What follows belongs to an exercise in optimizing a design on an open flow for small area, a short achievable clock period and few clock cycles; a production flow would make more cautious choices.
Only simulation tests tie the RTL to the original design; equivalence was not proved.

--- flow/design.v ---
`timescale 1ns / 1ps
module ln_add #(
    parameter W = 8
)(
    input  wire [W-1:0] a,
    input  wire [W-1:0] b,
    input  wire         ci,
    output wire [W-1:0] s,
    output wire         co
);
    localparam L = (W <= 2) ? 1 : (W <= 4) ? 2 : (W <= 8) ? 3 : (W <= 16) ? 4 : 5;
    wire [W-1:0] p0 = a ^ b;
    wire [W*(L+1)-1:0] G;
    wire [W*(L+1)-1:0] P;
    assign G[W-1:0] = (a & b) | {{(W-1){1'b0}}, p0[0] & ci};
    assign P[W-1:0] = p0;
    genvar k, i;
    generate
        for (k = 0; k < L; k = k + 1) begin : g_lv
            for (i = 0; i < W; i = i + 1) begin : g_bit
                if ((i >> k) % 2 == 1) begin : g_op
                    assign G[(k+1)*W + i] = G[k*W + i] | (P[k*W + i] & G[k*W + ((i >> k) << k) - 1]);
                    assign P[(k+1)*W + i] = P[k*W + i] & P[k*W + ((i >> k) << k) - 1];
                end else begin : g_pass
                    assign G[(k+1)*W + i] = G[k*W + i];
                    assign P[(k+1)*W + i] = P[k*W + i];
                end
            end
        end
    endgenerate
    wire [W-1:0] c = G[L*W +: W];    
    generate
        if (W == 1) begin : g_one
            assign s = p0 ^ ci;
        end else begin : g_many
            assign s = p0 ^ {c[W-2:0], ci};
        end
    endgenerate
    assign co = c[W-1];
endmodule
module ln_inc #(
    parameter W = 8
)(
    input  wire [W-1:0] a,
    input  wire         ci,
    output wire [W-1:0] s,
    output wire         co
);
    wire [W:0] c;
    assign c[0] = ci;
    genvar i;
    generate
        for (i = 1; i <= W; i = i + 1) begin : g_c
            assign c[i] = ci & (&a[i-1:0]);
        end
    endgenerate
    assign s  = a ^ c[W-1:0];
    assign co = c[W];
endmodule
`timescale 1ns / 1ps
module bf16_mul (
    input  wire [15:0] a,
    input  wire [15:0] b,
    output wire [15:0] y
);
    wire [28:0] q;
    bf16_mul_pre  u_pre  (.a(a), .b(b), .q(q));
    bf16_mul_post u_post (.q(q), .y(y));
endmodule
module bf16_mul_pre (
    input  wire [15:0] a,
    input  wire [15:0] b,
    output wire [28:0] q
);
    wire       sa = a[15], sb = b[15];
    wire [7:0] ea = a[14:7], eb = b[14:7];
    wire [6:0] ma = a[6:0],  mb = b[6:0];
    wire       sy = sa ^ sb;
    wire a_zero = (ea == 8'd0);
    wire b_zero = (eb == 8'd0);
    wire a_inf  = (ea == 8'hff) && (ma == 7'd0);
    wire b_inf  = (eb == 8'hff) && (mb == 7'd0);
    wire a_nan  = (ea == 8'hff) && (ma != 7'd0);
    wire b_nan  = (eb == 8'hff) && (mb != 7'd0);
    wire [15:0] p;
    ln_mul8 u_mul (.a({1'b1, ma}), .b({1'b1, mb}), .p(p));
    wire [9:0] ebm, e0;
    wire       c0, c1;
    ln_add #(.W(10)) u_ebm (.a({2'b00, eb}), .b(10'd897), .ci(1'b0), .s(ebm), .co(c0));
    ln_add #(.W(10)) u_e0  (.a({2'b00, ea}), .b(ebm), .ci(1'b0), .s(e0), .co(c1));
    wire [2:0] ovf, unf;
    assign ovf[0] = !e0[9] && (e0[8] || e0[7:0] == 8'hff);
    assign ovf[1] = !e0[9] && (e0[8] || e0[7:1] == 7'h7f);
    assign ovf[2] = !e0[9] && (e0[8] || e0[7:0] >= 8'hfd);
    assign unf[0] = e0[9] || (e0 == 10'd0);
    assign unf[1] = e0[9];
    assign unf[2] = e0[9] && (e0 != 10'h3ff);
    wire [1:0] spec = (a_nan || b_nan || (a_inf && b_zero) || (a_zero && b_inf)) ? 2'd1 :
                      (a_inf || b_inf) ? 2'd2 :
                      (a_zero || b_zero) ? 2'd3 : 2'd0;
    assign q = {spec, sy, e0[7:0], ovf, unf, p[15:6], |p[6:0], |p[5:0]};
endmodule
module bf16_mul_post (
    input  wire [28:0] q,
    output reg  [15:0] y
);
    wire [1:0] spec = q[28:27];
    wire       sy   = q[26];
    wire [7:0] e0   = q[25:18];
    wire [2:0] ovf  = q[17:15];
    wire [2:0] unf  = q[14:12];
    wire [15:6] p   = q[11:2];
    wire       st_h = q[1];
    wire       st_l = q[0];
    wire [7:0] e1, e2;
    wire       c2, c3;
    ln_inc #(.W(8)) u_e1 (.a(e0), .ci(1'b1), .s(e1), .co(c2));
    ln_add #(.W(8)) u_e2 (.a(e0), .b(8'd2), .ci(1'b0), .s(e2), .co(c3));
    wire       rh = p[7] & (st_h | p[8]);
    wire       rl = p[6] & (st_l | p[7]);
    wire [6:0] mh, ml;
    wire       oh, ol;
    ln_inc #(.W(7)) u_ih (.a(p[14:8]), .ci(rh), .s(mh), .co(oh));
    ln_inc #(.W(7)) u_il (.a(p[13:7]), .ci(rl), .s(ml), .co(ol));
    wire [6:0] m_fin = p[15] ? mh : ml;
    wire [1:0] k = p[15] ? (oh ? 2'd2 : 2'd1) : (ol ? 2'd1 : 2'd0);
    wire [7:0] e_fin = (k == 2'd0) ? e0 : (k == 2'd1) ? e1 : e2;
    wire       e_ovf = ovf[k];
    wire       e_unf = unf[k];
    always @(*) begin
        if (spec == 2'd1)
            y = 16'h7fc0;
        else if (spec == 2'd2)
            y = {sy, 8'hff, 7'd0};
        else if (spec == 2'd3)
            y = {sy, 15'd0};
        else if (e_ovf)
            y = {sy, 8'hff, 7'd0};
        else if (e_unf)
            y = {sy, 15'd0};
        else
            y = {sy, e_fin, m_fin};
    end
endmodule
module ln_mul8 (
    input  wire [7:0]  a,
    input  wire [7:0]  b,
    output wire [15:0] p
);
    wire t1 = (a[0] & b[6]) ^ (a[1] & b[5]);
    wire t2 = (a[0] & b[6]) & (a[1] & b[5]);
    wire t3 = (a[0] & b[7]) ^ (a[1] & b[6]) ^ (a[2] & b[5]);
    wire t4 = ((a[0] & b[7]) & (a[1] & b[6])) | ((a[0] & b[7]) & (a[2] & b[5])) | ((a[1] & b[6]) & (a[2] & b[5]));
    wire t5 = (a[3] & b[4]) ^ (a[4] & b[3]);
    wire t6 = (a[3] & b[4]) & (a[4] & b[3]);
    wire t7 = (a[1] & b[7]) ^ (a[2] & b[6]) ^ (a[3] & b[5]);
    wire t8 = ((a[1] & b[7]) & (a[2] & b[6])) | ((a[1] & b[7]) & (a[3] & b[5])) | ((a[2] & b[6]) & (a[3] & b[5]));
    wire t9 = (a[4] & b[4]) ^ (a[5] & b[3]);
    wire t10 = (a[4] & b[4]) & (a[5] & b[3]);
    wire t11 = (a[2] & b[7]) ^ (a[3] & b[6]) ^ (a[4] & b[5]);
    wire t12 = ((a[2] & b[7]) & (a[3] & b[6])) | ((a[2] & b[7]) & (a[4] & b[5])) | ((a[3] & b[6]) & (a[4] & b[5]));
    wire t13 = (a[0] & b[4]) ^ (a[1] & b[3]);
    wire t14 = (a[0] & b[4]) & (a[1] & b[3]);
    wire t15 = (a[0] & b[5]) ^ (a[1] & b[4]) ^ (a[2] & b[3]);
    wire t16 = ((a[0] & b[5]) & (a[1] & b[4])) | ((a[0] & b[5]) & (a[2] & b[3])) | ((a[1] & b[4]) & (a[2] & b[3]));
    wire t17 = (a[3] & b[2]) ^ (a[4] & b[1]);
    wire t18 = (a[3] & b[2]) & (a[4] & b[1]);
    wire t19 = (a[2] & b[4]) ^ (a[3] & b[3]) ^ (a[4] & b[2]);
    wire t20 = ((a[2] & b[4]) & (a[3] & b[3])) | ((a[2] & b[4]) & (a[4] & b[2])) | ((a[3] & b[3]) & (a[4] & b[2]));
    wire t21 = (a[5] & b[1]) ^ (a[6] & b[0]) ^ t1;
    wire t22 = ((a[5] & b[1]) & (a[6] & b[0])) | ((a[5] & b[1]) & t1) | ((a[6] & b[0]) & t1);
    wire t23 = (a[5] & b[2]) ^ (a[6] & b[1]) ^ (a[7] & b[0]);
    wire t24 = ((a[5] & b[2]) & (a[6] & b[1])) | ((a[5] & b[2]) & (a[7] & b[0])) | ((a[6] & b[1]) & (a[7] & b[0]));
    wire t25 = t2 ^ t3 ^ t5;
    wire t26 = (t2 & t3) | (t2 & t5) | (t3 & t5);
    wire t27 = (a[6] & b[2]) ^ (a[7] & b[1]) ^ t4;
    wire t28 = ((a[6] & b[2]) & (a[7] & b[1])) | ((a[6] & b[2]) & t4) | ((a[7] & b[1]) & t4);
    wire t29 = t6 ^ t7 ^ t9;
    wire t30 = (t6 & t7) | (t6 & t9) | (t7 & t9);
    wire t31 = (a[5] & b[4]) ^ (a[6] & b[3]) ^ (a[7] & b[2]);
    wire t32 = ((a[5] & b[4]) & (a[6] & b[3])) | ((a[5] & b[4]) & (a[7] & b[2])) | ((a[6] & b[3]) & (a[7] & b[2]));
    wire t33 = t8 ^ t10 ^ t11;
    wire t34 = (t8 & t10) | (t8 & t11) | (t10 & t11);
    wire t35 = (a[3] & b[7]) ^ (a[4] & b[6]) ^ (a[5] & b[5]);
    wire t36 = ((a[3] & b[7]) & (a[4] & b[6])) | ((a[3] & b[7]) & (a[5] & b[5])) | ((a[4] & b[6]) & (a[5] & b[5]));
    wire t37 = (a[6] & b[4]) ^ (a[7] & b[3]) ^ t12;
    wire t38 = ((a[6] & b[4]) & (a[7] & b[3])) | ((a[6] & b[4]) & t12) | ((a[7] & b[3]) & t12);
    wire t39 = (a[4] & b[7]) ^ (a[5] & b[6]) ^ (a[6] & b[5]);
    wire t40 = ((a[4] & b[7]) & (a[5] & b[6])) | ((a[4] & b[7]) & (a[6] & b[5])) | ((a[5] & b[6]) & (a[6] & b[5]));
    wire t41 = (a[0] & b[3]) ^ (a[1] & b[2]);
    wire t42 = (a[0] & b[3]) & (a[1] & b[2]);
    wire t43 = (a[2] & b[2]) ^ (a[3] & b[1]) ^ (a[4] & b[0]);
    wire t44 = ((a[2] & b[2]) & (a[3] & b[1])) | ((a[2] & b[2]) & (a[4] & b[0])) | ((a[3] & b[1]) & (a[4] & b[0]));
    wire t45 = (a[5] & b[0]) ^ t14 ^ t15;
    wire t46 = ((a[5] & b[0]) & t14) | ((a[5] & b[0]) & t15) | (t14 & t15);
    wire t47 = t16 ^ t18 ^ t19;
    wire t48 = (t16 & t18) | (t16 & t19) | (t18 & t19);
    wire t49 = t20 ^ t22 ^ t23;
    wire t50 = (t20 & t22) | (t20 & t23) | (t22 & t23);
    wire t51 = t24 ^ t26 ^ t27;
    wire t52 = (t24 & t26) | (t24 & t27) | (t26 & t27);
    wire t53 = t28 ^ t30 ^ t31;
    wire t54 = (t28 & t30) | (t28 & t31) | (t30 & t31);
    wire t55 = t32 ^ t34 ^ t35;
    wire t56 = (t32 & t34) | (t32 & t35) | (t34 & t35);
    wire t57 = (a[7] & b[4]) ^ t36 ^ t38;
    wire t58 = ((a[7] & b[4]) & t36) | ((a[7] & b[4]) & t38) | (t36 & t38);
    wire t59 = (a[5] & b[7]) ^ (a[6] & b[6]) ^ (a[7] & b[5]);
    wire t60 = ((a[5] & b[7]) & (a[6] & b[6])) | ((a[5] & b[7]) & (a[7] & b[5])) | ((a[6] & b[6]) & (a[7] & b[5]));
    wire t61 = (a[0] & b[2]) ^ (a[1] & b[1]);
    wire t62 = (a[0] & b[2]) & (a[1] & b[1]);
    wire t63 = (a[2] & b[1]) ^ (a[3] & b[0]) ^ t41;
    wire t64 = ((a[2] & b[1]) & (a[3] & b[0])) | ((a[2] & b[1]) & t41) | ((a[3] & b[0]) & t41);
    wire t65 = t13 ^ t42 ^ t43;
    wire t66 = (t13 & t42) | (t13 & t43) | (t42 & t43);
    wire t67 = t17 ^ t44 ^ t45;
    wire t68 = (t17 & t44) | (t17 & t45) | (t44 & t45);
    wire t69 = t21 ^ t46 ^ t47;
    wire t70 = (t21 & t46) | (t21 & t47) | (t46 & t47);
    wire t71 = t25 ^ t48 ^ t49;
    wire t72 = (t25 & t48) | (t25 & t49) | (t48 & t49);
    wire t73 = t29 ^ t50 ^ t51;
    wire t74 = (t29 & t50) | (t29 & t51) | (t50 & t51);
    wire t75 = t33 ^ t52 ^ t53;
    wire t76 = (t33 & t52) | (t33 & t53) | (t52 & t53);
    wire t77 = t37 ^ t54 ^ t55;
    wire t78 = (t37 & t54) | (t37 & t55) | (t54 & t55);
    wire t79 = t39 ^ t56 ^ t57;
    wire t80 = (t39 & t56) | (t39 & t57) | (t56 & t57);
    wire t81 = t40 ^ t58 ^ t59;
    wire t82 = (t40 & t58) | (t40 & t59) | (t58 & t59);
    wire t83 = (a[6] & b[7]) ^ (a[7] & b[6]) ^ t60;
    wire t84 = ((a[6] & b[7]) & (a[7] & b[6])) | ((a[6] & b[7]) & t60) | ((a[7] & b[6]) & t60);
    wire [15:0] ra = {1'b0, (a[7] & b[7]), t82, t80, t78, t76, t74, t72, t70, t68, t66, t64, t62, (a[2] & b[0]), (a[0] & b[1]), (a[0] & b[0])};
    wire [15:0] rb = {1'b0, t84, t83, t81, t79, t77, t75, t73, t71, t69, t67, t65, t63, t61, (a[1] & b[0]), 1'b0};
    wire co;
    ln_add #(.W(16)) u_add (.a(ra), .b(rb), .ci(1'b0), .s(p), .co(co));
endmodule
module ln_front (
    input  wire [15:0] sum,
    output reg  [15:0] mean,
    output reg  [15:0] msq
);
    wire       s = sum[15];
    wire [7:0] e = sum[14:7];
    wire [6:0] m = sum[6:0];
    wire [15:0] t;
    ln_mean_tab u_tab (.a(m), .y(t));
    wire [9:0] me0, me1, qk0, qk1, qk2, qk3;
    wire       o0, o1, o2, o3, o4, o5;
    ln_add #(.W(10)) u_me0 (.a({2'b00, e}), .b(10'h3f6), .ci(1'b0), .s(me0), .co(o0));
    ln_add #(.W(10)) u_me1 (.a({2'b00, e}), .b(10'h3f6), .ci(1'b1), .s(me1), .co(o1));
    ln_add #(.W(10)) u_qk0 (.a({1'b0, e, 1'b0}), .b(10'h36d), .ci(1'b0), .s(qk0), .co(o2));
    ln_add #(.W(10)) u_qk1 (.a({1'b0, e, 1'b0}), .b(10'h36d), .ci(1'b1), .s(qk1), .co(o3));
    ln_add #(.W(10)) u_qk2 (.a({1'b0, e, 1'b0}), .b(10'h36f), .ci(1'b0), .s(qk2), .co(o4));
    ln_add #(.W(10)) u_qk3 (.a({1'b0, e, 1'b0}), .b(10'h36f), .ci(1'b1), .s(qk3), .co(o5));
    wire mz0 = me0[9] || (me0 == 10'd0);
    wire mz1 = me1[9] || (me1 == 10'd0);
    wire [3:0] qinf, qzer;
    assign qinf[0] = !qk0[9] && (qk0[8] || qk0[7:0] == 8'hff);
    assign qinf[1] = !qk1[9] && (qk1[8] || qk1[7:0] == 8'hff);
    assign qinf[2] = !qk2[9] && (qk2[8] || qk2[7:0] == 8'hff);
    assign qinf[3] = !qk3[9] && (qk3[8] || qk3[7:0] == 8'hff);
    assign qzer[0] = qk0[9] || (qk0 == 10'd0);
    assign qzer[1] = qk1[9] || (qk1 == 10'd0);
    assign qzer[2] = qk2[9] || (qk2 == 10'd0);
    assign qzer[3] = qk3[9] || (qk3 == 10'd0);
    wire        c1 = t[15], c2 = t[7];
    wire [1:0]  qs = {c1, c2};
    wire [7:0]  me = c1 ? me1[7:0] : me0[7:0];
    wire        mzero = c1 ? mz1 : mz0;
    wire [7:0]  qe = (qs == 2'd0) ? qk0[7:0] : (qs == 2'd1) ? qk1[7:0] : (qs == 2'd2) ? qk2[7:0] : qk3[7:0];
    wire        q_inf = qinf[qs];
    wire        q_zer = qzer[qs];
    always @(*) begin
        if (e == 8'hff) begin
            mean = (m != 7'd0) ? 16'h7fc0 : {s, 8'hff, 7'd0};
            msq  = (m != 7'd0) ? 16'h7fc0 : 16'h7f80;
        end else if (e == 8'd0 || mzero) begin
            mean = {s, 15'd0};
            msq  = 16'h0000;
        end else begin
            mean = {s, me, t[14:8]};
            if (q_inf)
                msq = 16'h7f80;
            else if (q_zer)
                msq = 16'h0000;
            else
                msq = {1'b0, qe, t[6:0]};
        end
    end
endmodule
module ln_mean_tab (
    input  wire [6:0] a,
    output reg  [15:0] y
);
    always @(*) begin
        case (a)
            7'h0: y = 16'h2b64;
            7'h1: y = 16'h2c67;
            7'h2: y = 16'h2e6d;
            7'h3: y = 16'h2f6f;
            7'h4: y = 16'h3072;
            7'h5: y = 16'h3278;
            7'h6: y = 16'h337a;
            7'h7: y = 16'h347d;
            7'h8: y = 16'h3681;
            7'h9: y = 16'h3783;
            7'ha: y = 16'h3884;
            7'hb: y = 16'h3a87;
            7'hc: y = 16'h3b89;
            7'hd: y = 16'h3c8a;
            7'he: y = 16'h3e8d;
            7'hf: y = 16'h3f8f;
            7'h10: y = 16'h4090;
            7'h11: y = 16'h4293;
            7'h12: y = 16'h4395;
            7'h13: y = 16'h4496;
            7'h14: y = 16'h4699;
            7'h15: y = 16'h479b;
            7'h16: y = 16'h489c;
            7'h17: y = 16'h4a9f;
            7'h18: y = 16'h4ba1;
            7'h19: y = 16'h4ca3;
            7'h1a: y = 16'h4ea6;
            7'h1b: y = 16'h4fa7;
            7'h1c: y = 16'h50a9;
            7'h1d: y = 16'h52ac;
            7'h1e: y = 16'h53ae;
            7'h1f: y = 16'h54b0;
            7'h20: y = 16'h56b3;
            7'h21: y = 16'h57b5;
            7'h22: y = 16'h58b6;
            7'h23: y = 16'h5aba;
            7'h24: y = 16'h5bbb;
            7'h25: y = 16'h5cbd;
            7'h26: y = 16'h5ec1;
            7'h27: y = 16'h5fc2;
            7'h28: y = 16'h60c4;
            7'h29: y = 16'h62c8;
            7'h2a: y = 16'h63c9;
            7'h2b: y = 16'h64cb;
            7'h2c: y = 16'h66cf;
            7'h2d: y = 16'h67d0;
            7'h2e: y = 16'h68d2;
            7'h2f: y = 16'h6ad6;
            7'h30: y = 16'h6bd8;
            7'h31: y = 16'h6cda;
            7'h32: y = 16'h6edd;
            7'h33: y = 16'h6fdf;
            7'h34: y = 16'h70e1;
            7'h35: y = 16'h72e5;
            7'h36: y = 16'h73e7;
            7'h37: y = 16'h74e9;
            7'h38: y = 16'h76ec;
            7'h39: y = 16'h77ee;
            7'h3a: y = 16'h78f0;
            7'h3b: y = 16'h7af4;
            7'h3c: y = 16'h7bf6;
            7'h3d: y = 16'h7cf8;
            7'h3e: y = 16'h7efc;
            7'h3f: y = 16'h7ffe;
            7'h40: y = 16'h8000;
            7'h41: y = 16'h8102;
            7'h42: y = 16'h8204;
            7'h43: y = 16'h8204;
            7'h44: y = 16'h8306;
            7'h45: y = 16'h8408;
            7'h46: y = 16'h8408;
            7'h47: y = 16'h850a;
            7'h48: y = 16'h860c;
            7'h49: y = 16'h860c;
            7'h4a: y = 16'h870e;
            7'h4b: y = 16'h8810;
            7'h4c: y = 16'h8810;
            7'h4d: y = 16'h8913;
            7'h4e: y = 16'h8a15;
            7'h4f: y = 16'h8a15;
            7'h50: y = 16'h8b17;
            7'h51: y = 16'h8c19;
            7'h52: y = 16'h8c19;
            7'h53: y = 16'h8d1b;
            7'h54: y = 16'h8e1e;
            7'h55: y = 16'h8e1e;
            7'h56: y = 16'h8f20;
            7'h57: y = 16'h9022;
            7'h58: y = 16'h9022;
            7'h59: y = 16'h9124;
            7'h5a: y = 16'h9227;
            7'h5b: y = 16'h9227;
            7'h5c: y = 16'h9329;
            7'h5d: y = 16'h942b;
            7'h5e: y = 16'h942b;
            7'h5f: y = 16'h952d;
            7'h60: y = 16'h9630;
            7'h61: y = 16'h9630;
            7'h62: y = 16'h9732;
            7'h63: y = 16'h9834;
            7'h64: y = 16'h9834;
            7'h65: y = 16'h9937;
            7'h66: y = 16'h9a39;
            7'h67: y = 16'h9a39;
            7'h68: y = 16'h9b3c;
            7'h69: y = 16'h9c3e;
            7'h6a: y = 16'h9c3e;
            7'h6b: y = 16'h9d41;
            7'h6c: y = 16'h9e43;
            7'h6d: y = 16'h9e43;
            7'h6e: y = 16'h9f46;
            7'h6f: y = 16'ha048;
            7'h70: y = 16'ha048;
            7'h71: y = 16'ha14b;
            7'h72: y = 16'ha24d;
            7'h73: y = 16'ha24d;
            7'h74: y = 16'ha350;
            7'h75: y = 16'ha452;
            7'h76: y = 16'ha452;
            7'h77: y = 16'ha555;
            7'h78: y = 16'ha657;
            7'h79: y = 16'ha657;
            7'h7a: y = 16'ha75a;
            7'h7b: y = 16'ha85c;
            7'h7c: y = 16'ha85c;
            7'h7d: y = 16'ha95f;
            7'h7e: y = 16'haa62;
            7'h7f: y = 16'haa62;
            default: y = 16'h0;
        endcase
    end
endmodule
`timescale 1ns / 1ps
module bf16_addsub #(
    parameter SUB = 0
)(
    input  wire [15:0] a,
    input  wire [15:0] b,
    output reg  [15:0] y
);
    wire       sa = a[15];
    wire       sb = b[15] ^ (SUB != 0);
    wire [7:0] ea = a[14:7], eb = b[14:7];
    wire [6:0] ma = a[6:0],  mb = b[6:0];
    wire a_zero = (ea == 8'd0);
    wire b_zero = (eb == 8'd0);
    wire a_max  = (ea == 8'hff);
    wire b_max  = (eb == 8'hff);
    wire a_inf  = a_max && (ma == 7'd0);
    wire b_inf  = b_max && (mb == 7'd0);
    wire a_nan  = a_max && (ma != 7'd0);
    wire b_nan  = b_max && (mb != 7'd0);
    wire       eff_sub = sa ^ sb;
    wire [7:0] dab, dba;
    wire       cab, cba, cm;
    wire [6:0] dm;
    ln_add #(.W(8)) u_dab (.a(ea), .b(~eb), .ci(1'b1), .s(dab), .co(cab));    
    ln_add #(.W(8)) u_dba (.a(eb), .b(~ea), .ci(1'b1), .s(dba), .co(cba));
    ln_add #(.W(7)) u_dm  (.a(ma), .b(~mb), .ci(1'b1), .s(dm),  .co(cm));     
    wire       e_lt = !cab;
    wire       e_eq = (ea == eb);
    wire       m_lt = !cm;
    wire       swap = e_lt || (e_eq && m_lt);
    wire       sx   = swap ? sb : sa;
    wire [7:0] ex   = e_lt ? eb : ea;
    wire [7:0] d    = e_lt ? dba : dab;
    wire [7:0] fa   = {1'b1, ma};
    wire [7:0] fb   = {1'b1, mb};
    wire       d1   = (d == 8'd1);
    wire [7:0] fxs  = swap ? fb : fa;                
    wire [7:0] fns  = swap ? fa : fb;
    wire [8:0] c_0, c_1;
    wire       k0, k1;
    ln_add #(.W(8)) u_c0 (.a(fxs), .b(~fns), .ci(1'b1), .s(c_0[7:0]), .co(k0));           
    ln_add #(.W(9)) u_c1 (.a({fxs, 1'b0}), .b(~{1'b0, fns}), .ci(1'b1), .s(c_1), .co(k1));  
    assign c_0[8] = 1'b0;
    wire [8:0] cv   = d1 ? c_1 : {c_0[7:0], 1'b0};
    wire        cz8 = (cv[8:1] == 8'd0);
    wire [8:0]  cn8 = cz8 ? {cv[0], 8'd0} : cv;
    wire        cz4 = (cn8[8:5] == 4'd0);
    wire [8:0]  cn4 = cz4 ? {cn8[4:0], 4'd0} : cn8;
    wire        cz2 = (cn4[8:7] == 2'd0);
    wire [8:0]  cn2 = cz2 ? {cn4[6:0], 2'd0} : cn4;
    wire        cz1 = !cn2[8];
    wire [8:0]  cn1 = cz1 ? {cn2[7:0], 1'b0} : cn2;
    wire [3:0]  clz = {cz8, cz4, cz2, cz1};
    wire        crnd = (clz == 4'd0) && cn1[0] && cn1[1];
    wire [6:0]  cmr;
    wire        cco;
    ln_inc #(.W(7)) u_cinc (.a(cn1[7:1]), .ci(crnd), .s(cmr), .co(cco));
    wire [9:0]  ex_m_clz, ex_p1, ex_m1;
    wire        q0, q1, q2;
    ln_add #(.W(10)) u_ce  (.a({2'b00, ex}), .b(~{6'd0, clz}), .ci(1'b1), .s(ex_m_clz), .co(q0));
    ln_inc #(.W(10)) u_ep1 (.a({2'b00, ex}), .ci(1'b1), .s(ex_p1), .co(q1));
    wire [9:0]  ex_m1_n;
    ln_inc #(.W(10)) u_em1 (.a(~{2'b00, ex}), .ci(1'b1), .s(ex_m1_n), .co(q2));    
    assign ex_m1 = ~ex_m1_n;
    wire [9:0]  ce   = cco ? ex_p1 : ex_m_clz;
    wire [6:0]  cm_  = cmr;
    wire        c_zero = (cv == 9'd0);
    wire [6:0]  mx   = swap ? mb : ma;
    wire [6:0]  mn   = swap ? ma : mb;
    wire [18:0] w    = {1'b1, mn, 11'd0} >> d[3:0];
    wire        big  = (d > 8'd10);
    wire [10:0] fn_sh = big ? 11'd1 : {w[18:9], w[8] | (|w[7:0])};
    wire [10:0] fx   = {1'b1, mx, 3'b000};
    wire [11:0] s;
    wire        sco;
    ln_add #(.W(12)) u_s (.a({1'b0, fx}), .b({1'b0, fn_sh} ^ {12{eff_sub}}), .ci(eff_sub), .s(s), .co(sco));
    wire [10:0] nrm  = s[11] ? {s[11:2], s[1] | s[0]} : (s[10] ? s[10:0] : {s[9:0], 1'b0});
    wire [6:0]  mant = nrm[9:3];
    wire        g    = nrm[2];
    wire        st   = nrm[1] | nrm[0];
    wire        rnd  = g & (st | mant[0]);
    wire [6:0]  fm;
    wire        fco;
    ln_inc #(.W(7)) u_finc (.a(mant), .ci(rnd), .s(fm), .co(fco));
    wire [9:0]  ex_p2;
    wire        q3;
    ln_inc #(.W(10)) u_ep2 (.a(ex_p1), .ci(1'b1), .s(ex_p2), .co(q3));
    wire [9:0]  fe   = s[11] ? (fco ? ex_p2 : ex_p1)
                     : s[10] ? (fco ? ex_p1 : {2'b00, ex})
                     :         (fco ? {2'b00, ex} : ex_m1);
    wire        close = eff_sub && (d[7:1] == 7'd0);
    wire [9:0]  e_fin = close ? ce : fe;
    wire [6:0]  m_fin = close ? cm_ : fm;
    always @(*) begin
        if (a_nan || b_nan || (a_inf && b_inf && (sa != sb)))
            y = 16'h7fc0;
        else if (a_inf)
            y = {sa, 8'hff, 7'd0};
        else if (b_inf)
            y = {sb, 8'hff, 7'd0};
        else if (a_zero && b_zero)
            y = {sa & sb, 15'd0};
        else if (b_zero)
            y = {sa, ea, ma};
        else if (a_zero)
            y = {sb, eb, mb};
        else if (close && c_zero)
            y = 16'h0000;
        else if (!e_fin[9] && (e_fin[8] || e_fin[7:0] == 8'hff))
            y = {sx, 8'hff, 7'd0};
        else if (e_fin[9] || e_fin == 10'd0)
            y = {sx, 15'd0};
        else
            y = {sx, e_fin[7:0], m_fin};
    end
endmodule
module bf16_as_pre #(
    parameter SUB = 0
)(
    input  wire [15:0] a,
    input  wire [15:0] b,
    output wire [23:0] q
);
    wire       sa = a[15];
    wire       sb = b[15] ^ (SUB != 0);
    wire [7:0] ea = a[14:7], eb = b[14:7];
    wire [6:0] ma = a[6:0],  mb = b[6:0];
    wire a_zero = (ea == 8'd0);
    wire b_zero = (eb == 8'd0);
    wire a_max  = (ea == 8'hff);
    wire b_max  = (eb == 8'hff);
    wire a_inf  = a_max && (ma == 7'd0);
    wire b_inf  = b_max && (mb == 7'd0);
    wire a_nan  = a_max && (ma != 7'd0);
    wire b_nan  = b_max && (mb != 7'd0);
    wire       eff_sub = sa ^ sb;
    wire [7:0] dab, dba;
    wire       cab, cba, cm;
    wire [6:0] dm;
    ln_add #(.W(8)) u_dab (.a(ea), .b(~eb), .ci(1'b1), .s(dab), .co(cab));
    ln_add #(.W(8)) u_dba (.a(eb), .b(~ea), .ci(1'b1), .s(dba), .co(cba));
    ln_add #(.W(7)) u_dm  (.a(ma), .b(~mb), .ci(1'b1), .s(dm),  .co(cm));
    wire       e_lt = !cab;
    wire       e_eq = (ea == eb);
    wire       m_lt = !cm;
    wire       swap = e_lt || (e_eq && m_lt);
    wire       sx   = swap ? sb : sa;
    wire [7:0] ex   = e_lt ? eb : ea;
    wire [7:0] d    = e_lt ? dba : dab;
    wire [6:0] mx   = swap ? mb : ma;
    wire [6:0] mn   = swap ? ma : mb;
    wire [18:0] w    = {1'b1, mn, 11'd0} >> d[3:0];
    wire        big  = (d > 8'd10);
    wire [10:0] fn_sh = (a_zero || b_zero) ? 11'd0 : (big ? 11'd1 : {w[18:9], w[8] | (|w[7:0])});
    wire [10:0] fx   = {1'b1, mx, 3'b000};
    wire [11:0] s;
    wire        sco;
    ln_add #(.W(12)) u_s (.a({1'b0, fx}), .b({1'b0, fn_sh} ^ {12{eff_sub}}), .ci(eff_sub), .s(s), .co(sco));
    reg  [1:0] spec;
    reg        spec_s;
    always @(*) begin
        spec_s = 1'b0;
        if (a_nan || b_nan || (a_inf && b_inf && (sa != sb))) begin
            spec = 2'd1;
        end else if (a_inf) begin
            spec = 2'd2; spec_s = sa;
        end else if (b_inf) begin
            spec = 2'd2; spec_s = sb;
        end else if (a_zero && b_zero) begin
            spec = 2'd3; spec_s = sa & sb;
        end else begin
            spec = 2'd0;
        end
    end
    assign q = {spec, spec_s, sx, ex, s};
endmodule
module bf16_as_post (
    input  wire [23:0] q,
    output reg  [15:0] y
);
    wire [1:0]  spec    = q[23:22];
    wire        spec_s  = q[21];
    wire        sx      = q[20];
    wire [7:0]  ex      = q[19:12];
    wire [11:0] s       = q[11:0];
    wire        z8 = (s[10:3] == 8'd0);
    wire [10:0] n8 = z8 ? {s[2:0], 8'd0} : s[10:0];
    wire        z4 = (n8[10:7] == 4'd0);
    wire [10:0] n4 = z4 ? {n8[6:0], 4'd0} : n8;
    wire        z2 = (n4[10:9] == 2'd0);
    wire [10:0] n2 = z2 ? {n4[8:0], 2'd0} : n4;
    wire        z1 = !n2[10];
    wire [10:0] n1 = z1 ? {n2[9:0], 1'b0} : n2;
    wire [3:0]  lz = {z8, z4, z2, z1};
    wire [10:0] nrm  = s[11] ? {s[11:2], s[1] | s[0]} : n1;
    wire [6:0]  mant = nrm[9:3];
    wire        g    = nrm[2];
    wire        st   = nrm[1] | nrm[0];
    wire        rnd  = g & (st | mant[0]);
    wire [6:0]  m_fin;
    wire        mco;
    ln_inc #(.W(7)) u_inc (.a(mant), .ci(rnd), .s(m_fin), .co(mco));
    wire [9:0]  ex_p1, ex_p2, ex_m_lz;
    wire        q0, q1, q2;
    ln_inc #(.W(10)) u_ep1 (.a({2'b00, ex}), .ci(1'b1), .s(ex_p1), .co(q0));
    ln_add #(.W(10)) u_ep2 (.a({2'b00, ex}), .b(10'd2), .ci(1'b0), .s(ex_p2), .co(q1));
    ln_add #(.W(10)) u_eml (.a({2'b00, ex}), .b(~{6'd0, lz}), .ci(1'b1), .s(ex_m_lz), .co(q2));
    wire [9:0]  ex_m_lz_p1;
    wire        q4;
    ln_inc #(.W(10)) u_emp (.a(ex_m_lz), .ci(1'b1), .s(ex_m_lz_p1), .co(q4));
    wire [9:0]  e_fin = s[11] ? (mco ? ex_p2 : ex_p1) : (mco ? ex_m_lz_p1 : ex_m_lz);
    always @(*) begin
        if (spec == 2'd1)
            y = 16'h7fc0;
        else if (spec == 2'd2)
            y = {spec_s, 8'hff, 7'd0};
        else if (spec == 2'd3)
            y = {spec_s, 15'd0};
        else if (s == 12'd0)
            y = 16'h0000;
        else if (!e_fin[9] && (e_fin[8] || e_fin[7:0] == 8'hff))
            y = {sx, 8'hff, 7'd0};
        else if (e_fin[9] || e_fin == 10'd0)
            y = {sx, 15'd0};
        else
            y = {sx, e_fin[7:0], m_fin};
    end
endmodule
`timescale 1ns / 1ps
module inv_sqrt (
    input  wire [15:0] x,
    output reg  [15:0] y
);
    wire       s = x[15];
    wire [7:0] e = x[14:7];
    wire [6:0] m = x[6:0];
    wire [7:0] t;
    ln_rsqrt_tab u_tab (.a({e[0], m}), .y(t));
    wire [7:0] re;                                    
    wire       re_co;
    ln_add #(.W(8)) u_re (.a(8'd190), .b(~{1'b0, e[7:1]}), .ci(t[7]), .s(re), .co(re_co));
    wire [15:0] seed;                                 
    wire        seed_co;
    ln_add #(.W(16)) u_seed (.a(16'h5f37), .b(~{1'b0, x[15:1]}), .ci(1'b1), .s(seed), .co(seed_co));
    wire [7:0]  se = seed[14:7];
    wire [7:0]  u;
    ln_m15_tab u_m15 (.a(seed[6:0]), .y(u));
    wire [8:0]  ae;
    ln_inc #(.W(8)) u_ae (.a(se), .ci(u[7]), .s(ae[7:0]), .co(ae[8]));
    reg  [15:0] alt;
    always @(*) begin
        if (se == 8'hff)
            alt = (seed[6:0] != 7'd0) ? 16'h7fc0 : {seed[15], 8'hff, 7'd0};
        else if (se == 8'd0)
            alt = {seed[15], 15'd0};
        else if (ae[8] || ae[7:0] == 8'hff)
            alt = {seed[15], 8'hff, 7'd0};
        else
            alt = {seed[15], ae[7:0], u[6:0]};
    end
    wire regular = !s && ((e >= 8'd2 && e <= 8'd251) || (e == 8'd252 && m < 7'd112));
    always @(*) begin
        if (regular)
            y = {1'b0, re, t[6:0]};
        else if (e == 8'hff)
            y = (s && m == 7'd0) ? 16'hff80 : 16'h7fc0;
        else if (s && e[7])
            y = 16'hff80;
        else
            y = alt;
    end
endmodule
module ln_rsqrt_tab (
    input  wire [7:0] a,
    output reg  [7:0] y
);
    always @(*) begin
        case (a)
            8'h0: y = 8'hb5;
            8'h1: y = 8'hb4;
            8'h2: y = 8'hb4;
            8'h3: y = 8'hb3;
            8'h4: y = 8'hb2;
            8'h5: y = 8'hb1;
            8'h6: y = 8'hb1;
            8'h7: y = 8'hb0;
            8'h8: y = 8'hb0;
            8'h9: y = 8'haf;
            8'ha: y = 8'hae;
            8'hb: y = 8'had;
            8'hc: y = 8'had;
            8'hd: y = 8'hac;
            8'he: y = 8'hac;
            8'hf: y = 8'hab;
            8'h10: y = 8'hab;
            8'h11: y = 8'haa;
            8'h12: y = 8'ha9;
            8'h13: y = 8'ha9;
            8'h14: y = 8'ha8;
            8'h15: y = 8'ha8;
            8'h16: y = 8'ha7;
            8'h17: y = 8'ha7;
            8'h18: y = 8'ha6;
            8'h19: y = 8'ha6;
            8'h1a: y = 8'ha5;
            8'h1b: y = 8'ha4;
            8'h1c: y = 8'ha4;
            8'h1d: y = 8'ha3;
            8'h1e: y = 8'ha3;
            8'h1f: y = 8'ha2;
            8'h20: y = 8'ha2;
            8'h21: y = 8'ha1;
            8'h22: y = 8'ha1;
            8'h23: y = 8'ha0;
            8'h24: y = 8'ha0;
            8'h25: y = 8'h9f;
            8'h26: y = 8'h9f;
            8'h27: y = 8'h9e;
            8'h28: y = 8'h9e;
            8'h29: y = 8'h9d;
            8'h2a: y = 8'h9d;
            8'h2b: y = 8'h9c;
            8'h2c: y = 8'h9c;
            8'h2d: y = 8'h9b;
            8'h2e: y = 8'h9b;
            8'h2f: y = 8'h9a;
            8'h30: y = 8'h9a;
            8'h31: y = 8'h99;
            8'h32: y = 8'h99;
            8'h33: y = 8'h99;
            8'h34: y = 8'h98;
            8'h35: y = 8'h98;
            8'h36: y = 8'h98;
            8'h37: y = 8'h97;
            8'h38: y = 8'h97;
            8'h39: y = 8'h96;
            8'h3a: y = 8'h96;
            8'h3b: y = 8'h96;
            8'h3c: y = 8'h95;
            8'h3d: y = 8'h95;
            8'h3e: y = 8'h94;
            8'h3f: y = 8'h94;
            8'h40: y = 8'h93;
            8'h41: y = 8'h93;
            8'h42: y = 8'h93;
            8'h43: y = 8'h92;
            8'h44: y = 8'h93;
            8'h45: y = 8'h92;
            8'h46: y = 8'h92;
            8'h47: y = 8'h91;
            8'h48: y = 8'h91;
            8'h49: y = 8'h90;
            8'h4a: y = 8'h90;
            8'h4b: y = 8'h90;
            8'h4c: y = 8'h8f;
            8'h4d: y = 8'h8f;
            8'h4e: y = 8'h8f;
            8'h4f: y = 8'h8e;
            8'h50: y = 8'h8e;
            8'h51: y = 8'h8d;
            8'h52: y = 8'h8d;
            8'h53: y = 8'h8d;
            8'h54: y = 8'h8d;
            8'h55: y = 8'h8c;
            8'h56: y = 8'h8c;
            8'h57: y = 8'h8c;
            8'h58: y = 8'h8b;
            8'h59: y = 8'h8b;
            8'h5a: y = 8'h8a;
            8'h5b: y = 8'h8a;
            8'h5c: y = 8'h8a;
            8'h5d: y = 8'h89;
            8'h5e: y = 8'h8a;
            8'h5f: y = 8'h89;
            8'h60: y = 8'h89;
            8'h61: y = 8'h89;
            8'h62: y = 8'h88;
            8'h63: y = 8'h88;
            8'h64: y = 8'h87;
            8'h65: y = 8'h87;
            8'h66: y = 8'h87;
            8'h67: y = 8'h87;
            8'h68: y = 8'h86;
            8'h69: y = 8'h86;
            8'h6a: y = 8'h86;
            8'h6b: y = 8'h86;
            8'h6c: y = 8'h85;
            8'h6d: y = 8'h85;
            8'h6e: y = 8'h84;
            8'h6f: y = 8'h84;
            8'h70: y = 8'h83;
            8'h71: y = 8'h83;
            8'h72: y = 8'h83;
            8'h73: y = 8'h83;
            8'h74: y = 8'h82;
            8'h75: y = 8'h82;
            8'h76: y = 8'h82;
            8'h77: y = 8'h82;
            8'h78: y = 8'h81;
            8'h79: y = 8'h81;
            8'h7a: y = 8'h81;
            8'h7b: y = 8'h81;
            8'h7c: y = 8'h80;
            8'h7d: y = 8'h80;
            8'h7e: y = 8'h80;
            8'h7f: y = 8'h80;
            8'h80: y = 8'h7f;
            8'h81: y = 8'h7f;
            8'h82: y = 8'h7e;
            8'h83: y = 8'h7e;
            8'h84: y = 8'h7d;
            8'h85: y = 8'h7b;
            8'h86: y = 8'h7a;
            8'h87: y = 8'h78;
            8'h88: y = 8'h79;
            8'h89: y = 8'h77;
            8'h8a: y = 8'h76;
            8'h8b: y = 8'h76;
            8'h8c: y = 8'h75;
            8'h8d: y = 8'h75;
            8'h8e: y = 8'h74;
            8'h8f: y = 8'h72;
            8'h90: y = 8'h71;
            8'h91: y = 8'h71;
            8'h92: y = 8'h70;
            8'h93: y = 8'h6e;
            8'h94: y = 8'h6f;
            8'h95: y = 8'h6d;
            8'h96: y = 8'h6c;
            8'h97: y = 8'h6b;
            8'h98: y = 8'h6b;
            8'h99: y = 8'h6a;
            8'h9a: y = 8'h69;
            8'h9b: y = 8'h68;
            8'h9c: y = 8'h68;
            8'h9d: y = 8'h67;
            8'h9e: y = 8'h66;
            8'h9f: y = 8'h66;
            8'ha0: y = 8'h65;
            8'ha1: y = 8'h64;
            8'ha2: y = 8'h63;
            8'ha3: y = 8'h62;
            8'ha4: y = 8'h62;
            8'ha5: y = 8'h61;
            8'ha6: y = 8'h60;
            8'ha7: y = 8'h60;
            8'ha8: y = 8'h5f;
            8'ha9: y = 8'h5f;
            8'haa: y = 8'h5e;
            8'hab: y = 8'h5d;
            8'hac: y = 8'h5d;
            8'had: y = 8'h5c;
            8'hae: y = 8'h5c;
            8'haf: y = 8'h5b;
            8'hb0: y = 8'h5b;
            8'hb1: y = 8'h5a;
            8'hb2: y = 8'h59;
            8'hb3: y = 8'h58;
            8'hb4: y = 8'h58;
            8'hb5: y = 8'h57;
            8'hb6: y = 8'h57;
            8'hb7: y = 8'h56;
            8'hb8: y = 8'h56;
            8'hb9: y = 8'h55;
            8'hba: y = 8'h54;
            8'hbb: y = 8'h53;
            8'hbc: y = 8'h53;
            8'hbd: y = 8'h52;
            8'hbe: y = 8'h52;
            8'hbf: y = 8'h51;
            8'hc0: y = 8'h50;
            8'hc1: y = 8'h50;
            8'hc2: y = 8'h4f;
            8'hc3: y = 8'h4f;
            8'hc4: y = 8'h4e;
            8'hc5: y = 8'h4e;
            8'hc6: y = 8'h4d;
            8'hc7: y = 8'h4d;
            8'hc8: y = 8'h4c;
            8'hc9: y = 8'h4c;
            8'hca: y = 8'h4b;
            8'hcb: y = 8'h4b;
            8'hcc: y = 8'h4a;
            8'hcd: y = 8'h4a;
            8'hce: y = 8'h4a;
            8'hcf: y = 8'h49;
            8'hd0: y = 8'h49;
            8'hd1: y = 8'h49;
            8'hd2: y = 8'h48;
            8'hd3: y = 8'h47;
            8'hd4: y = 8'h47;
            8'hd5: y = 8'h47;
            8'hd6: y = 8'h46;
            8'hd7: y = 8'h45;
            8'hd8: y = 8'h45;
            8'hd9: y = 8'h45;
            8'hda: y = 8'h44;
            8'hdb: y = 8'h44;
            8'hdc: y = 8'h43;
            8'hdd: y = 8'h43;
            8'hde: y = 8'h43;
            8'hdf: y = 8'h42;
            8'he0: y = 8'h41;
            8'he1: y = 8'h41;
            8'he2: y = 8'h41;
            8'he3: y = 8'h40;
            8'he4: y = 8'h40;
            8'he5: y = 8'h3f;
            8'he6: y = 8'h3f;
            8'he7: y = 8'h3f;
            8'he8: y = 8'h3e;
            8'he9: y = 8'h3d;
            8'hea: y = 8'h3d;
            8'heb: y = 8'h3d;
            8'hec: y = 8'h3c;
            8'hed: y = 8'h3c;
            8'hee: y = 8'h3c;
            8'hef: y = 8'h3c;
            8'hf0: y = 8'h3b;
            8'hf1: y = 8'h3a;
            8'hf2: y = 8'h3a;
            8'hf3: y = 8'h3a;
            8'hf4: y = 8'h39;
            8'hf5: y = 8'h39;
            8'hf6: y = 8'h38;
            8'hf7: y = 8'h38;
            8'hf8: y = 8'h37;
            8'hf9: y = 8'h37;
            8'hfa: y = 8'h37;
            8'hfb: y = 8'h37;
            8'hfc: y = 8'h36;
            8'hfd: y = 8'h36;
            8'hfe: y = 8'h36;
            8'hff: y = 8'h36;
            default: y = 8'h0;
        endcase
    end
endmodule
module ln_m15_tab (
    input  wire [6:0] a,
    output reg  [7:0] y
);
    always @(*) begin
        case (a)
            7'h0: y = 8'h40;
            7'h1: y = 8'h42;
            7'h2: y = 8'h43;
            7'h3: y = 8'h44;
            7'h4: y = 8'h46;
            7'h5: y = 8'h48;
            7'h6: y = 8'h49;
            7'h7: y = 8'h4a;
            7'h8: y = 8'h4c;
            7'h9: y = 8'h4e;
            7'ha: y = 8'h4f;
            7'hb: y = 8'h50;
            7'hc: y = 8'h52;
            7'hd: y = 8'h54;
            7'he: y = 8'h55;
            7'hf: y = 8'h56;
            7'h10: y = 8'h58;
            7'h11: y = 8'h5a;
            7'h12: y = 8'h5b;
            7'h13: y = 8'h5c;
            7'h14: y = 8'h5e;
            7'h15: y = 8'h60;
            7'h16: y = 8'h61;
            7'h17: y = 8'h62;
            7'h18: y = 8'h64;
            7'h19: y = 8'h66;
            7'h1a: y = 8'h67;
            7'h1b: y = 8'h68;
            7'h1c: y = 8'h6a;
            7'h1d: y = 8'h6c;
            7'h1e: y = 8'h6d;
            7'h1f: y = 8'h6e;
            7'h20: y = 8'h70;
            7'h21: y = 8'h72;
            7'h22: y = 8'h73;
            7'h23: y = 8'h74;
            7'h24: y = 8'h76;
            7'h25: y = 8'h78;
            7'h26: y = 8'h79;
            7'h27: y = 8'h7a;
            7'h28: y = 8'h7c;
            7'h29: y = 8'h7e;
            7'h2a: y = 8'h7f;
            7'h2b: y = 8'h80;
            7'h2c: y = 8'h81;
            7'h2d: y = 8'h82;
            7'h2e: y = 8'h82;
            7'h2f: y = 8'h83;
            7'h30: y = 8'h84;
            7'h31: y = 8'h85;
            7'h32: y = 8'h86;
            7'h33: y = 8'h86;
            7'h34: y = 8'h87;
            7'h35: y = 8'h88;
            7'h36: y = 8'h88;
            7'h37: y = 8'h89;
            7'h38: y = 8'h8a;
            7'h39: y = 8'h8b;
            7'h3a: y = 8'h8c;
            7'h3b: y = 8'h8c;
            7'h3c: y = 8'h8d;
            7'h3d: y = 8'h8e;
            7'h3e: y = 8'h8e;
            7'h3f: y = 8'h8f;
            7'h40: y = 8'h90;
            7'h41: y = 8'h91;
            7'h42: y = 8'h92;
            7'h43: y = 8'h92;
            7'h44: y = 8'h93;
            7'h45: y = 8'h94;
            7'h46: y = 8'h94;
            7'h47: y = 8'h95;
            7'h48: y = 8'h96;
            7'h49: y = 8'h97;
            7'h4a: y = 8'h98;
            7'h4b: y = 8'h98;
            7'h4c: y = 8'h99;
            7'h4d: y = 8'h9a;
            7'h4e: y = 8'h9a;
            7'h4f: y = 8'h9b;
            7'h50: y = 8'h9c;
            7'h51: y = 8'h9d;
            7'h52: y = 8'h9e;
            7'h53: y = 8'h9e;
            7'h54: y = 8'h9f;
            7'h55: y = 8'ha0;
            7'h56: y = 8'ha0;
            7'h57: y = 8'ha1;
            7'h58: y = 8'ha2;
            7'h59: y = 8'ha3;
            7'h5a: y = 8'ha4;
            7'h5b: y = 8'ha4;
            7'h5c: y = 8'ha5;
            7'h5d: y = 8'ha6;
            7'h5e: y = 8'ha6;
            7'h5f: y = 8'ha7;
            7'h60: y = 8'ha8;
            7'h61: y = 8'ha9;
            7'h62: y = 8'haa;
            7'h63: y = 8'haa;
            7'h64: y = 8'hab;
            7'h65: y = 8'hac;
            7'h66: y = 8'hac;
            7'h67: y = 8'had;
            7'h68: y = 8'hae;
            7'h69: y = 8'haf;
            7'h6a: y = 8'hb0;
            7'h6b: y = 8'hb0;
            7'h6c: y = 8'hb1;
            7'h6d: y = 8'hb2;
            7'h6e: y = 8'hb2;
            7'h6f: y = 8'hb3;
            7'h70: y = 8'hb4;
            7'h71: y = 8'hb5;
            7'h72: y = 8'hb6;
            7'h73: y = 8'hb6;
            7'h74: y = 8'hb7;
            7'h75: y = 8'hb8;
            7'h76: y = 8'hb8;
            7'h77: y = 8'hb9;
            7'h78: y = 8'hba;
            7'h79: y = 8'hbb;
            7'h7a: y = 8'hbc;
            7'h7b: y = 8'hbc;
            7'h7c: y = 8'hbd;
            7'h7d: y = 8'hbe;
            7'h7e: y = 8'hbe;
            7'h7f: y = 8'hbf;
            default: y = 8'h0;
        endcase
    end
endmodule
`timescale 1ns / 1ps
module layernorm_norm (
    input  wire         aclk,
    input  wire         arstn,
    input  wire [159:0] S_AXIS_TDATA,
    input  wire         S_AXIS_TVALID,
    output wire         S_AXIS_TREADY,
    output wire [127:0] M_AXIS_TDATA,
    output wire         M_AXIS_TVALID,
    input  wire         M_AXIS_TREADY
);
    localparam DEPTH = 7;
    wire en = S_AXIS_TREADY;
    reg [DEPTH-1:0] vld;
    always @(posedge aclk or negedge arstn) begin
        if (!arstn)
            vld <= {DEPTH{1'b0}};
        else if (en)
            vld <= {vld[DEPTH-2:0], S_AXIS_TVALID};
    end
    assign M_AXIS_TVALID = vld[DEPTH-1];
    assign S_AXIS_TREADY = !vld[DEPTH-1] || M_AXIS_TREADY;
    wire [15:0] mean0, msq0;
    ln_front u_front (.sum(S_AXIS_TDATA[31:16]), .mean(mean0), .msq(msq0));
    reg [127:0] x1;
    reg [15:0]  ex2_1, mean1, msq1;
    always @(posedge aclk) if (en) begin
        x1    <= S_AXIS_TDATA[159:32];
        ex2_1 <= S_AXIS_TDATA[15:0];
        mean1 <= mean0;
        msq1  <= msq0;
    end
    wire [191:0] zq_c;
    wire [23:0]  vq_c;
    genvar i;
    generate
        for (i = 0; i < 8; i = i + 1) begin : g_sub
            bf16_as_pre #(.SUB(1)) u_pre (.a(x1[16*i +: 16]), .b(mean1), .q(zq_c[24*i +: 24]));
        end
    endgenerate
    bf16_as_pre #(.SUB(1)) u_var_pre (.a(ex2_1), .b(msq1), .q(vq_c));
    reg [191:0] zq2;
    reg [23:0]  vq2;
    always @(posedge aclk) if (en) begin
        zq2 <= zq_c;
        vq2 <= vq_c;
    end
    wire [127:0] zm_c;
    wire [15:0]  var_c;
    generate
        for (i = 0; i < 8; i = i + 1) begin : g_sub2
            bf16_as_post u_post (.q(zq2[24*i +: 24]), .y(zm_c[16*i +: 16]));
        end
    endgenerate
    bf16_as_post u_var_post (.q(vq2), .y(var_c));
    reg [127:0] zm3;
    reg [15:0]  var3;
    always @(posedge aclk) if (en) begin
        zm3  <= zm_c;
        var3 <= var_c;
    end
    wire [23:0] eq_c;
    bf16_as_pre #(.SUB(0)) u_eps_pre (.a(var3), .b(16'h3728), .q(eq_c));
    reg [127:0] zm4;
    reg [23:0]  eq4;
    always @(posedge aclk) if (en) begin
        zm4 <= zm3;
        eq4 <= eq_c;
    end
    wire [15:0] ve_c;
    bf16_as_post u_eps_post (.q(eq4), .y(ve_c));
    reg [127:0] zm5;
    reg [15:0]  ve5;
    always @(posedge aclk) if (en) begin
        zm5 <= zm4;
        ve5 <= ve_c;
    end
    wire [15:0] r_c;
    inv_sqrt u_rsqrt (.x(ve5), .y(r_c));
    reg [127:0] zm6;
    reg [15:0]  r6;
    always @(posedge aclk) if (en) begin
        zm6 <= zm5;
        r6  <= r_c;
    end
    wire [231:0] yq_c;
    generate
        for (i = 0; i < 8; i = i + 1) begin : g_mul
            bf16_mul_pre u_mul_pre (.a(zm6[16*i +: 16]), .b(r6), .q(yq_c[29*i +: 29]));
        end
    endgenerate
    reg [231:0] yq7;
    always @(posedge aclk) if (en) yq7 <= yq_c;
    generate
        for (i = 0; i < 8; i = i + 1) begin : g_mul2
            bf16_mul_post u_mul_post (.q(yq7[29*i +: 29]), .y(M_AXIS_TDATA[16*i +: 16]));
        end
    endgenerate
endmodule
--- flow/run.sh ---
#!/bin/bash
# synth_recipe.tcl (not shown) runs the flow's synth.tcl, then flattens the netlist and writes it again
# the make line also repeats each setting of config.mk as NAME=value (left out here)
make -C /OpenROAD-flow-scripts/flow DESIGN_CONFIG=/design/flow/config.mk WORK_HOME=/design/flow/orfs CLKGATE_MAP_FILE= SYNTH_SCRIPT=/design/flow/synth_recipe.tcl finish
--- flow/config.mk ---
export PLATFORM = sky130hd
export DESIGN_NAME = layernorm_norm
export DESIGN_NICKNAME = layernorm_norm
export VERILOG_FILES = /design/flow/design.v
export SDC_FILE = /design/flow/constraint.sdc
export NUM_CORES = 4
export LEC_CHECK = 0
export ABC_AREA = 1
export CAP_MARGIN = 20
export CORE_MARGIN = 2
export CORE_UTILIZATION = 40
export SETUP_SLACK_MARGIN = 5
export SLEW_MARGIN = 20
--- flow/constraint.sdc ---
create_clock -name core_clock -period 11.0 [get_ports {aclk}]
set_input_delay 2.2000 -clock core_clock [delete_from_list [all_inputs] [get_ports {aclk}]]
set_output_delay 2.2000 -clock core_clock [all_outputs]
set_load 0.01 [all_outputs]
==> reports/qor.yml, run 1 <==
outcome: "finished clean"
wl_per_cell_um: 17.1
grt_max_degree: 154
yosysWarningCount: 10
coreArea_um2: 257000
startpoint: "M_AXIS_TREADY"
die_x_um: 512
min_path_type: "flip-flop to flip-flop"
met2_length_um: 120000
synth_area_leader_cell: "edfxtp_1"
grt_pass1_wl_um: 445000
drc: 0
r2r_start: "mean1[6]"
ys.flop_type: "edfxtp_1"
fin_skew_ns: 0.0504
ant_nets: 0
wl_met3_um: 16900
avgSynthCellArea_um2: 8.06
cts_sinks: 1214
ios: 294
arrival_ns: 3.68
drt_pass1_iterations: 8
drt_wl_total_um: 283000
worstHoldStart: "zm5[106]"
yosysTopAreaCellShare_pct: 35.1
grt-ovfl-total: 0
r2r-end: "zq2[129]"
slew_headroom_pct: 25.6
die_y_um: 512
crit_path_end: "S_AXIS_TREADY"
cp.required_ns: 8.80
top_layer: "met5"
gp_congestion: 0.938
worst_setup_path_end_kind: "output port"
cts_buffers: 146
synth-edff-count: 1207
setup_viol: 0
initial_utilization_pct: 40.2
ys_seq_area_share_pct: 35.3
grt.total_usage_pct: 21.2
synth.distinct_cells: 84
synth.top_cells.by_area: "edfxtp_1 35%, nand2_1 11%, ha_1 9.6%"
vias: 84100
vias_per_cell: 5.07
tightest_slew_ns: 1.10
timing.final.crit_share_pct: 53.4
nets: 14500
whs_ns: 0.395
period_needed_ns: 5.88
root_buffer: "clkbuf_16"
clockBufferDepth: 3
antenna_found_initial: 8
portBuffers: 293
drive_above_1_share_pct: 8.29
num_rows: 186
clk_latency_ns: 0.86
grt_pass1_vias: 78500
setup.worst_path.start_class: "input pin"
synth_nets: 14200
async_flop_share_pct: 0.577
reg2reg_depth: 26
drtIter0Drc: 7083
slew_violations: 0
path_max_fanout: 44
clkSlewWorstSetupHoldPaths_ns: 0.06
areaGrowthSynthToFinish_pct: 12.3
hold_violations: 0
wirelength_met1_um: 139000
drv_cap: 0
htree_levels: 4
finalSetupTns_ns: 0
ys_ff_latch: 1214
cts_tree: "done"
fmax_mhz: 170
postSynthCellCount: 12800
die_area_um2: 262000
worstSetupPathType: "input pin to output port"
ff2ff_setup_slack_ns: 5.40
rsz0062_at_grt: "true"
synth_area_um2: 103000
hpwl_um: 217000
[how the worst min path moves through the flow]
| stage | to | slack (ns) | depth (start not counted) |
|---|---|---|---|
| 3_5_place_dp | zm4[107] | 0.40 | 0 |
| 3_3_place_gp | zm5[105] | 0.40 | 0 |
| 2_1_floorplan | zm4[0] | 0.40 | 0 |
| 5_1_grt | zm6[106] | 0.40 | 0 |
| 6_report | zm6[106] | 0.39 | 0 |
| 4_1_cts | zm5[110] | 0.39 | 0 |
[placed cells by master, fill, tap and decap left out, drive strengths merged, types with 19 or more instances in the layout]
cell type	count
clkbuf	200
a31oi	72
o21bai	21
dlygate4sd2	48
buf	194
o211ai	74
a21boi	19
o21a	23
nand2	3230
inv	1988
clkinvlp	20
mux2i	19
nand4	163
or2	75
nand3	967
clkdlybuf4s50	173
clkinv	102
xnor2	142
a21oi	503
nor3	125
nor2	1118
fa	422
edfxtp	1207
o21ai	843
ha	790
a211oi	36
nand3b	41
xor2	294
nor4	88
[cells by family after synthesis]
| group | after synthesis | synth area share, % |
|---|---|---|
| simple gates | 5838 | 24.7 |
| buf+inv | 2385 | 9.03 |
| compound gates | 1707 | 9.34 |
| flops | 1214 | 35.3 |
| fa+ha+maj | 1212 | 17.8 |
| xor+xnor | 436 | 3.70 |
| mux | 24 | 0.239 |
[synth_stat cells, drive strengths merged, types with 6 or more instances]
cell and count:
a21o 6, a21boi 19, o21ai 843, a31o 6, o21a 22, nor4 88, clkinv 37, o221ai 8
o211ai 74, ha 790, buf 115, nor3 125, a31oi 72, o2111ai 7, a22oi 17, nor2 1118
o22ai 14, clkbuf 252, o21bai 21, or4 9, o31ai 14, and2 17, xnor2 142, fa 422
a21oi 503, or2 75, xor2 294, nand2 3225, o41ai 6, a211oi 36, a32o 8, edfxtp 1207
inv 1981, nand3b 41, mux2i 19, dfrtp 7, nand3 967, o32ai 7, nand4 163
[routing by layer]
metal	vias to the layer above	GRT usage, %
met1	38900	31.7
met4	2	5.66
met5	-	0
met2	2304	31.9
li1	42600	-
met3	349	3.03
[metrics by stage]
step                cells  cell area, um2  util [%]  setup WS, ns
floorplan           12800          103000         -          3.61
global placement    16200          109000      42.6          4.15
detailed placement  16200          109000      42.6          3.89
CTS                 16500          115000      44.9          4.91
global route        16600          116000      45.2          4.85
finish              16600          116000      45.2          5.12
[area by class of cell]
cell class,count,area (um2)
diodes,3,7.51
clock buffers,162,3730
clock inverters,104,1220
fillers,25400,141000
inverters,2018,7670
multi-input cells,9223,58600
flip-flops and latches,1214,36400
well taps,3384,4230
repair buffers,474,4110
[worst max-delay path: stages]
cell	delay (ns)
clkdlybuf4s50_1	0.62
inv_12	0.06
nand2_8	0.30
dlygate4sd2_1	0.43
[sequential cells by signal, summed over array words and instances, names as in the netlist]
signal and cells:
zq2 192, zm3 128, mean1 16, var3 16, vld 7, zm6 128
vq2 24, yq7 232, zm5 128, x1 128, ex2_1 16, msq1 15
zm4 128, ve5 16, r6 16, eq4 24
[repair_timing]
action                                 4_1_cts  5_1_grt
cloned                                       2        4
hold buffers                                 0        0
resized for setup                          333      253
pin swaps                                   23       26
setup endpoints to repair                  211      208
endpoints found under the hold margin        0        0
setup buffers                               53       47
Testbench counts, summed over its fixed seeds: cycles 4,152.
==> inputs of run 2 (changes only) <==
--- a/flow/config.mk
+++ b/flow/config.mk
@@ -6,8 +6,7 @@
 export NUM_CORES = 4
 export LEC_CHECK = 0
-export ABC_AREA = 1
 export CAP_MARGIN = 20
 export CORE_MARGIN = 2
-export CORE_UTILIZATION = 40
+export CORE_UTILIZATION = 55
 export SETUP_SLACK_MARGIN = 5
 export SLEW_MARGIN = 20
==> reports/qor.yml, run 2 <==
outcome: "finished clean"
synth-edff-count: 1207
vias_per_cell: 6.15
nets: 12200
hold_violations: 0
final_common_cell: "edfxtp_1"
initial_utilization_pct: 55.5
final_cell_mix: "1207 x edfxtp_1, 967 x nand2_1, 811 x inv_1"
setup_viol: 0
cp.required_ns: 11.53
hold_depth: 0
r2r_start: "mean1[7]"
slew_headroom_pct: 28.5
cts_tree: "done"
antenna_found_initial: 10
regMostFlops: "yq7"
timing.final.crit_share_pct: 54.2
min_path_type: "flip-flop to flip-flop"
synth.top_cells.by_area: "edfxtp_1 36%, ha_1 9.7%, fa_1 8.3%"
crit_path_end: "zq2[129]"
ys.flop_type: "edfxtp_1"
r2r-end: "zq2[129]"
slew_violations: 0
grt_pass1_wl_um: 442000
root_buffer: "clkbuf_16"
fmax_mhz: 168
fill_cells: 15200
portBuffers: 293
period_needed_ns: 5.97
grt_pass1_vias: 76700
htree_levels: 4
die_area_um2: 189000
clk_latency_ns: 0.81
areaGrowthSynthToFinish_pct: 14.5
drv_cap: 0
ios: 294
die_y_um: 434
synth_common_cells: "1207 x edfxtp_1, 983 x nand2_1, 823 x inv_1, 790 x ha_1, 714 x nor2_1"
die_x_um: 434
synth_area_um2: 102000
startpoint: "mean1[7]"
drc: 0
largest_register_ffs: 232
cp_slowest_stage_delay_ns: 0.45
worst_setup_path_end_kind: "flip-flop"
yosysWarningCount: 10
grt-ovfl-total: 0
worstSetupPathType: "flip-flop to flip-flop"
rsz0062_at_grt: "true"
drt_pass1_iterations: 9
wl_per_cell_um: 21.6
drive_above_1_share_pct: 11.7
reg2reg_depth: 26
grt_max_degree: 182
synth_nets: 11800
ys_ff_latch: 1214
clkSlewWorstSetupHoldPaths_ns: 0.06
yosysTopAreaCellShare_pct: 35.6
ys_seq_area_share_pct: 35.7
hpwl_um: 210000
avgSynthCellArea_um2: 9.74
cts_sinks: 1214
vias: 82600
fin_skew_ns: 0.0356
tightest_slew_ns: 1.04
ff2ff_setup_slack_ns: 5.03
clockBufferDepth: 3
finalSetupTns_ns: 0
slowest_stage: "a221o_1"
postSynthCellCount: 10500
arrival_ns: 6.50
dp.cells: 12800
coreArea_um2: 183000
instances_no_fill: 13400
gp_congestion: 0.955
drtIter0Drc: 8049
path_max_fanout: 6
ant_nets: 0
drt_wl_total_um: 290000
grt.total_usage_pct: 29.8
synth_most_common_cell: "edfxtp_1"
synth_area_leader_cell: "edfxtp_1"
cts_buffers: 136
async_flop_share_pct: 0.577
num_rows: 157
setup.worst_path.start_class: "flip-flop"
setup_ws_ns: 5.03
synth.distinct_cells: 115
post-place-ws_ns: 3.43
top_regs: "yq7 (232), zq2 (192)"
## run 2: cell count changes after synthesis, sizes merged, moves of 129 or more
cell	delta
o21ai	-297
xnor2	+138
and3	+129
clkbuf	+142
nand2	-2242
mux2i	+202
inv	-1151
nor2	-401
and2	+332
a21oi	+155
nand3	-711
a21o	+193
## run 2: metrics by stage
stage	instance area [um2]	util, %	hold WS (ns)
after floorplan	102000	-	0.400
after global placement	107000	58.3	0.401
after detailed placement	107000	58.3	0.405
after CTS	114000	61.9	0.407
after global routing	117000	63.6	0.419
final	117000	63.6	0.407
## run 2: worst min-delay path by stage
| stage | from | to | slack (ns) |
|---|---|---|---|
| floorplan | zm3[0] | zm4[0] | 0.40 |
| detailed placement | zm3[13] | zm4[13] | 0.40 |
| finish | zm5[47] | zm6[47] | 0.41 |
| global placement | zm3[33] | zm4[33] | 0.40 |
| global route | zm3[39] | zm4[39] | 0.42 |
| CTS | zm5[47] | zm6[47] | 0.41 |
## run 2: cell type report
type	instances	area (um2)	area share, %
diodes	3	7.51	0.00643
repair buffers	720	6630	5.68
inverters	841	3190	2.74
well taps	2464	3080	2.64
flip-flops and latches	1214	36400	31.2
clock buffers	161	3520	3.01
multi-input cells	7939	62900	53.9
clock inverters	85	906	0.776
## run 2: metal layers
metal  track usage (%)  share of wire [%]
met2              44.8                 44
met1              44.3                 45
met5                 0              0.012
met3              4.07                7.3
met4              10.0                3.8
## run 2: kinds of logic (layout without fill, tap and decap cells)
group / after synthesis / count (layout) / synth area share [%]
AOI/OAI and AO/OA: 2425 / 2430 / 15.5
xor gates and xnor gates: 507 / 507 / 4.36
adders and majority gates: 1213 / 1213 / 18.0
buffers and inverters: 1319 / 1807 / 4.93
DFF: 1214 / 1214 / 35.7
muxes: 380 / 381 / 4.70
other: 0 / 3 / 0
and+or+nand+nor: 3405 / 3408 / 16.7
## run 2: worst max-delay path, delay by kind of cell (launching register included)
family	cells	cell delay (ns)
AOI/OAI and AO/OA	9	2.10
xor gates and xnor gates	2	0.32
adders and majority gates	4	1.11
buffers and inverters	3	0.37
DFF	1	0.44
muxes	1	0.29
and+or+nand+nor	7	1.06
## run 2: repair_timing
item	in CTS	in global routing
pin swaps	39	94
setup endpoints to repair	223	219
resized for setup	276	315
cloned	7	12
setup buffers	106	206
hold buffers	0	0

[re-timing with driven ports]
The results above use ideal ports. As a check the final layouts listed here were re-extracted and re-timed, cells and wires unchanged. Step 1, drivers: a clkbuf_16 drives aclk and a buf_2 each remaining input, both assumed. Step 2 also shifts input and output timing later by t, the mid clock arrival at the registers, as if the neighbouring blocks saw the same clock. a / b / c = ideal / step 1 / step 2; a / b = the first two.
| run | t, ns | setup WS [ns] | slew at the worst register clock pin (ns) | pins driven straight from the clock port |
|---|---|---|---|---|
| run 1 | 0.933 | 5.125 / 5.103 / 4.715 | 0.07 / 0.07 | 1 |
| run 2 | 0.885 | 5.034 / 5.034 / 4.697 | 0.07 / 0.07 | 1 |
After both steps every run listed still meets setup and hold. For run 1, which loses most, drivers alone change the setup slack by -0.022 ns; drivers and shift together by -0.410 ns.
